Context: an optimization exercise on an open-source flow, tuned for small area. The choices shown serve that exercise and are no tape-out recipe. Only simulation tests tie the RTL to the original design; equivalence was not proved. The clock input has no modelled driver; a real chip could not lean on it and would need a root buffer or a full tree. No activity file was given, so power comes from the tool's default toggle rates.

nickel:
==> flow/design.v <==
module top(
    input logic clk,         
    input logic rst,         
    output logic RGB_R,      
    output logic RGB_G,      
    output logic RGB_B       
);
    localparam logic [15:0] LFSR_INIT = 16'hb6d4;
    logic [15:0] dc;         
    logic [7:0]  pwm;        
    logic [2:0]  seg;        
    logic [5:0]  x;          
    wire upd_phase = ~|dc[15:3];            
    wire calc      = upd_phase & dc[1];     
    wire wrap      = upd_phase & dc[2];     
    wire fb        = dc[15] ^ dc[8] ^ dc[6] ^ dc[1];
    always_ff @(posedge clk) begin
        if (rst | wrap) dc <= LFSR_INIT;
        else            dc <= {dc[14:0], fb};
    end
    always_ff @(posedge clk) begin
        if (rst)             pwm <= 8'd0;
        else if (!upd_phase) pwm <= pwm + 8'd1;
    end
    wire invalid = seg[2] & seg[1];
    always_ff @(posedge clk) begin
        if (rst) begin
            seg <= 3'd6;
            x   <= 6'd0;
        end else if (calc) begin
            if (invalid) begin
                seg <= 3'd0;
                x   <= 6'd1;
            end else if (x == 6'd59) begin
                x   <= 6'd0;
                seg <= (seg == 3'd5) ? 3'd0 : seg + 3'd1;
            end else begin
                x   <= x + 6'd1;
            end
        end
    end
    wire [7:0] up = {x, 2'b00} + {4'b0, x[5:2]};
    wire ramp_gt = seg[0] ? (pwm > ~up) : (pwm > up);
    wire nz = |pwm;
    always_comb begin
        case (seg)
            3'd0: {RGB_R, RGB_G, RGB_B} = {1'b0,    ramp_gt, nz};
            3'd1: {RGB_R, RGB_G, RGB_B} = {ramp_gt, 1'b0,    nz};
            3'd2: {RGB_R, RGB_G, RGB_B} = {nz,      1'b0,    ramp_gt};
            3'd3: {RGB_R, RGB_G, RGB_B} = {nz,      ramp_gt, 1'b0};
            3'd4: {RGB_R, RGB_G, RGB_B} = {ramp_gt, nz,      1'b0};
            3'd5: {RGB_R, RGB_G, RGB_B} = {1'b0,    nz,      ramp_gt};
            default: {RGB_R, RGB_G, RGB_B} = {nz,   nz,      nz};
        endcase
    end
endmodule
make LEC_CHECK=0 CAP_MARGIN=20 CORE_MARGIN=2 CORE_UTILIZATION=40 SLEW_MARGIN=20 finish   # period 14.0 ns
run.sh (not shown) runs the stock make flow with config.mk's settings and CLKGATE_MAP_FILE= SYNTH_SCRIPT=/design/flow/synth_recipe.tcl, a recipe that flattens the netlist after the stock synthesis.
## Diff of input files: pepper against nickel
- ABC_AREA now 1, previously not set
==> comparison <==
For pepper, the timing startpoint of the critical path was x[0], unlike nickel, where it was x[4].
Across both runs, worst slack at placement was higher for pepper than for nickel.
Looking at overall routing resource usage across pepper and nickel, the one that comes out lower is nickel.
The count of inserted tapcells number comes out higher for pepper vs nickel.
Comparing the two runs side by side, pepper comes out behind nickel on area of the die.
In pepper, the final worst-path cycle share came out 5.2 points below the value in nickel.
Measured against each other, pepper and nickel differ in area used by multi-input combinational logic, the lower figure coming from nickel.
Input-level comparison between zinc and pepper:
- putting CTS_CLUSTER_SIZE at 50 where nothing was set
- putting CTS_CLUSTER_DIAMETER at 200 where nothing was set
- putting CTS_BUF_LIST at sky130_fd_sc_hd__clkbuf_8 where nothing was set
## What came out
Re tap cell instance count: no difference whatsoever between zinc and pepper. As far as sequential cell count goes, zinc and pepper are indistinguishable; the numbers are identical. Clock power share of pepper is on par with zinc. Reported for zinc and pepper, starting utilization of the core area turned out identical to the last digit. Comparing pepper against zinc, there is no change at all in area growth from synthesis to layout. From pepper to zinc, total power did not move at all. pepper -> zinc: delay of the slowest cell on the worst path flat. | number of pins exceeding their max-slew limit in the final report | pepper vs zinc | ≈ equal |. Worst setup slack: pepper vs zinc identical. As far as proportion of synthesized flip-flops having asynchronous set or reset goes, pepper and zinc are indistinguishable; the numbers are identical.

========
Setup of JK:
Another version of the RTL of top (not shown whole).
Size: about 150 cells after synthesis, about 5 I/O pins, roughly 1300 µm² of cells after synthesis.
==> flow/design.v (excerpt) <==
module top(
    input logic clk,         
    input logic rst,         
    output logic RGB_R,      
    output logic RGB_G,      
    output logic RGB_B       
);
Settings: LEC_CHECK=0, CAP_MARGIN=20, CORE_MARGIN=2, CORE_UTILIZATION=40, SLEW_MARGIN=20; clock period 14.0 ns.
standard.sh (not shown) runs the stock make flow with config.mk's settings and CLKGATE_MAP_FILE= SYNTH_SCRIPT=/design/flow/synth_recipe.tcl, a recipe that flattens the netlist after the stock synthesis.
==> flow/flow/run.sh <==
#!/bin/bash
# Own layout flow: the standard synthesis, then its combinational logic
# re-mapped by ABC for area (registers kept as they are, see resyn.py), then
# the standard floorplan and placement with small port buffers, a clock step
# of its own (clock.tcl: two clock buffers driven by the clock port), and the
# standard routing and finishing.
set -euo pipefail
R=orfs/results/sky130hd/top/base
LIB=$FLOW_HOME/platforms/sky130hd/lib/sky130_fd_sc_hd__tt_025C_1v80.lib
MAKE_VARS=(BUFFER_PORTS_ARGS="-buffer_cell sky130_fd_sc_hd__buf_1" RECOVER_POWER=100)

bash standard.sh synth > 1_synth_standard.log 2>&1
cp $R/1_2_yosys.v $R/1_2_yosys_standard.v

python3 flow/resyn.py $LIB $FLOW_HOME/platforms/sky130hd/config.mk "$FLOW_TOP" \
  $R/1_2_yosys_standard.v $R/1_2_yosys.v 16 "${NUM_CORES:-4}" > 1_resyn.log 2>&1
touch $R/1_2_yosys.v

bash standard.sh "${MAKE_VARS[@]}" place > 2_place_standard.log 2>&1

FLOW_RESULTS=$R FLOW_FLOW_DIR=flow CLOCK_BUF=sky130_fd_sc_hd__clkbuf_8 CLOCK_NBUF=2 \
  openroad -no_init -exit flow/clock.tcl > 3_clock.log 2>&1

bash standard.sh "${MAKE_VARS[@]}" finish > 4_route_standard.log 2>&1
==> flow/flow/clock.tcl <==
# Clock tree step in place of ORFS's CTS: a few clock buffers driven by the
# clock port, each driving an equal share of the registers.
set R $::env(FLOW_RESULTS)
set P $::env(FLOW_HOME)/platforms/sky130hd
read_liberty $P/lib/sky130_fd_sc_hd__tt_025C_1v80.lib
read_db $R/3_place.odb
read_sdc $R/3_place.sdc
source $P/setRC.tcl
source $::env(FLOW_FLOW_DIR)/clock_buffers.tcl
my_clock_buffers $::env(CLOCK_BUF) $::env(CLOCK_NBUF)
detailed_placement
check_placement -verbose
set_propagated_clock [all_clocks]
estimate_parasitics -placement
report_clock_skew
report_checks -path_delay min_max
foreach p [get_pins */CLK] { puts "clock pin slew [get_full_name $p] [get_property $p slew_max]" }
write_db $R/4_1_cts.odb
write_sdc -no_timestamp $R/4_cts.sdc
Other scripts of this flow, unchanged in this note and not shown: flow/flow/clock_buffers.tcl, flow/flow/dff_stub.v, flow/flow/gen_models.py, flow/flow/resyn.py
For MS, these inputs were changed with respect to JK:
# JK
export LEC_CHECK = 0
export CAP_MARGIN = 20
export CORE_MARGIN = 2
export CORE_UTILIZATION = 40
export SLEW_MARGIN = 20
create_clock -name core_clock -period 14.0 [get_ports {clk}]
# MS
export LEC_CHECK = 0
export CAP_MARGIN = 20
export CORE_MARGIN = 2
export CORE_UTILIZATION = 60
export PLACE_DENSITY = 0.9
export SLEW_MARGIN = 20
create_clock -name core_clock -period 14.0 [get_ports {clk}]
diff --git a/flow/flow/run.sh b/flow/flow/run.sh
--- a/flow/flow/run.sh
+++ b/flow/flow/run.sh
@@ -5 +5 @@
-# of its own (clock.tcl: two clock buffers driven by the clock port), and the
+# of its own (clock.tcl: three clock buffers driven by the clock port), and the
@@ -21 +21 @@
-FLOW_RESULTS=$R FLOW_FLOW_DIR=flow CLOCK_BUF=sky130_fd_sc_hd__clkbuf_8 CLOCK_NBUF=2 \
+FLOW_RESULTS=$R FLOW_FLOW_DIR=flow CLOCK_BUF=sky130_fd_sc_hd__clkbuf_4 CLOCK_NBUF=3 \
--- outcome ---
MS vs JK, final cycle utilization of the critical path went up by 0.38 points.
On net count of the finished layout: MS sits above JK.
Share of total power in combinational logic, JK and MS: lower on JK
As far as area after synthesis is concerned, JK and MS perform about the same.
Cmp JK and MS / cell count / lower: MS
Looking at chip width across JK and MS, the one that comes out higher is JK.
Global placer's final weighted congestion, JK and MS, higher one = MS.
Input-level comparison between AL and MS:
# MS
export LEC_CHECK = 0
export CAP_MARGIN = 20
export CORE_MARGIN = 2
export CORE_UTILIZATION = 60
export PLACE_DENSITY = 0.9
export SLEW_MARGIN = 20
create_clock -name core_clock -period 14.0 [get_ports {clk}]
# AL
export LEC_CHECK = 0
export CAP_MARGIN = 20
export CORE_MARGIN = 2
export CORE_UTILIZATION = 40
export SLEW_MARGIN = 20
create_clock -name core_clock -period 14.0 [get_ports {clk}]
[summary]
Worst clock skew on the final layout of MS is on par with AL. Amount of wire on met2 after detailed routing, MS and AL: smaller value in AL. Max die width across MS and AL: AL. Re share of power burned in the clock network: MS was lower than AL. Across both runs, routed length on met3 was lower for AL than for MS. Diff MS..AL | final hold violation count | unchanged. The faster design of the two is AL; MS tops out lower.
For TR, these inputs were changed with respect to AL:
diff --git a/flow/flow/run.sh b/flow/flow/run.sh
--- a/flow/flow/run.sh
+++ b/flow/flow/run.sh
@@ -5 +5 @@
-# of its own (clock.tcl: three clock buffers driven by the clock port), and the
+# of its own (clock.tcl: one clock buffer driven by the clock port), and the
@@ -21 +21 @@
-FLOW_RESULTS=$R FLOW_FLOW_DIR=flow CLOCK_BUF=sky130_fd_sc_hd__clkbuf_4 CLOCK_NBUF=3 \
+FLOW_RESULTS=$R FLOW_FLOW_DIR=flow CLOCK_BUF=sky130_fd_sc_hd__clkbuf_16 CLOCK_NBUF=1 \
==> comparison <==
Compared with AL, TR has extra setup slack. On TR: wire length of the first global-routing pass is 170 µm lower than what AL gave. In the tables for AL and TR, power after layout reads higher with TR. TR ends up with a cell-internal power that is 2.7% higher than in AL. As far as part of the cycle the worst path needs is concerned, AL and TR perform about the same. TR vs AL, final critical path time including I/O delays and setup went down by 0.0053 ns. Changes observed in TR relative to AL: routed wire length lower, post-route core utilization roughly the same.
No run of this note takes its clock network from TritonCTS; it comes from the design's own scripts or RTL.

static timing again, ports no longer ideal:
How much do the figures lean on ideal ports? The routed layouts below were timed once more, with nothing changed but the port constraints. Step 1 sets driving cells, clkbuf_16 on the clock port and buf_2 on the other inputs (assumed; they add their load-dependent delay and slew). Step 2 adds t to the input delays and takes it off the output delays; t is the mean of the earliest and latest rising clock arrival at the registers after step 1. Input paths then give back, and output paths get back, about the clock's delay inside the block. Slacks: no drivers / after step 1 / after step 2; pairs: no drivers / after step 1.
run	shift t [ns]	setup WS [ns]	hold WS [ns]	pins driven straight from the clock port
nickel	0.307	7.473 / 7.442 / 7.749	0.439 / 0.439 / 0.439	1
pepper	0.309	8.204 / 8.178 / 8.487	0.415 / 0.415 / 0.415	1
zinc	0.309	8.204 / 8.178 / 8.487	0.415 / 0.415 / 0.415	1
JK	0.187	8.690 / 8.657 / 8.844	0.375 / 0.375 / 0.375	2
MS	0.197	8.637 / 8.607 / 8.804	0.393 / 0.393 / 0.393	3
AL	0.201	8.675 / 8.642 / 8.843	0.380 / 0.380 / 0.380	3
TR	0.200	8.680 / 8.650 / 8.850	0.380 / 0.380 / 0.380	1
After both steps setup and hold are still met in every run listed.
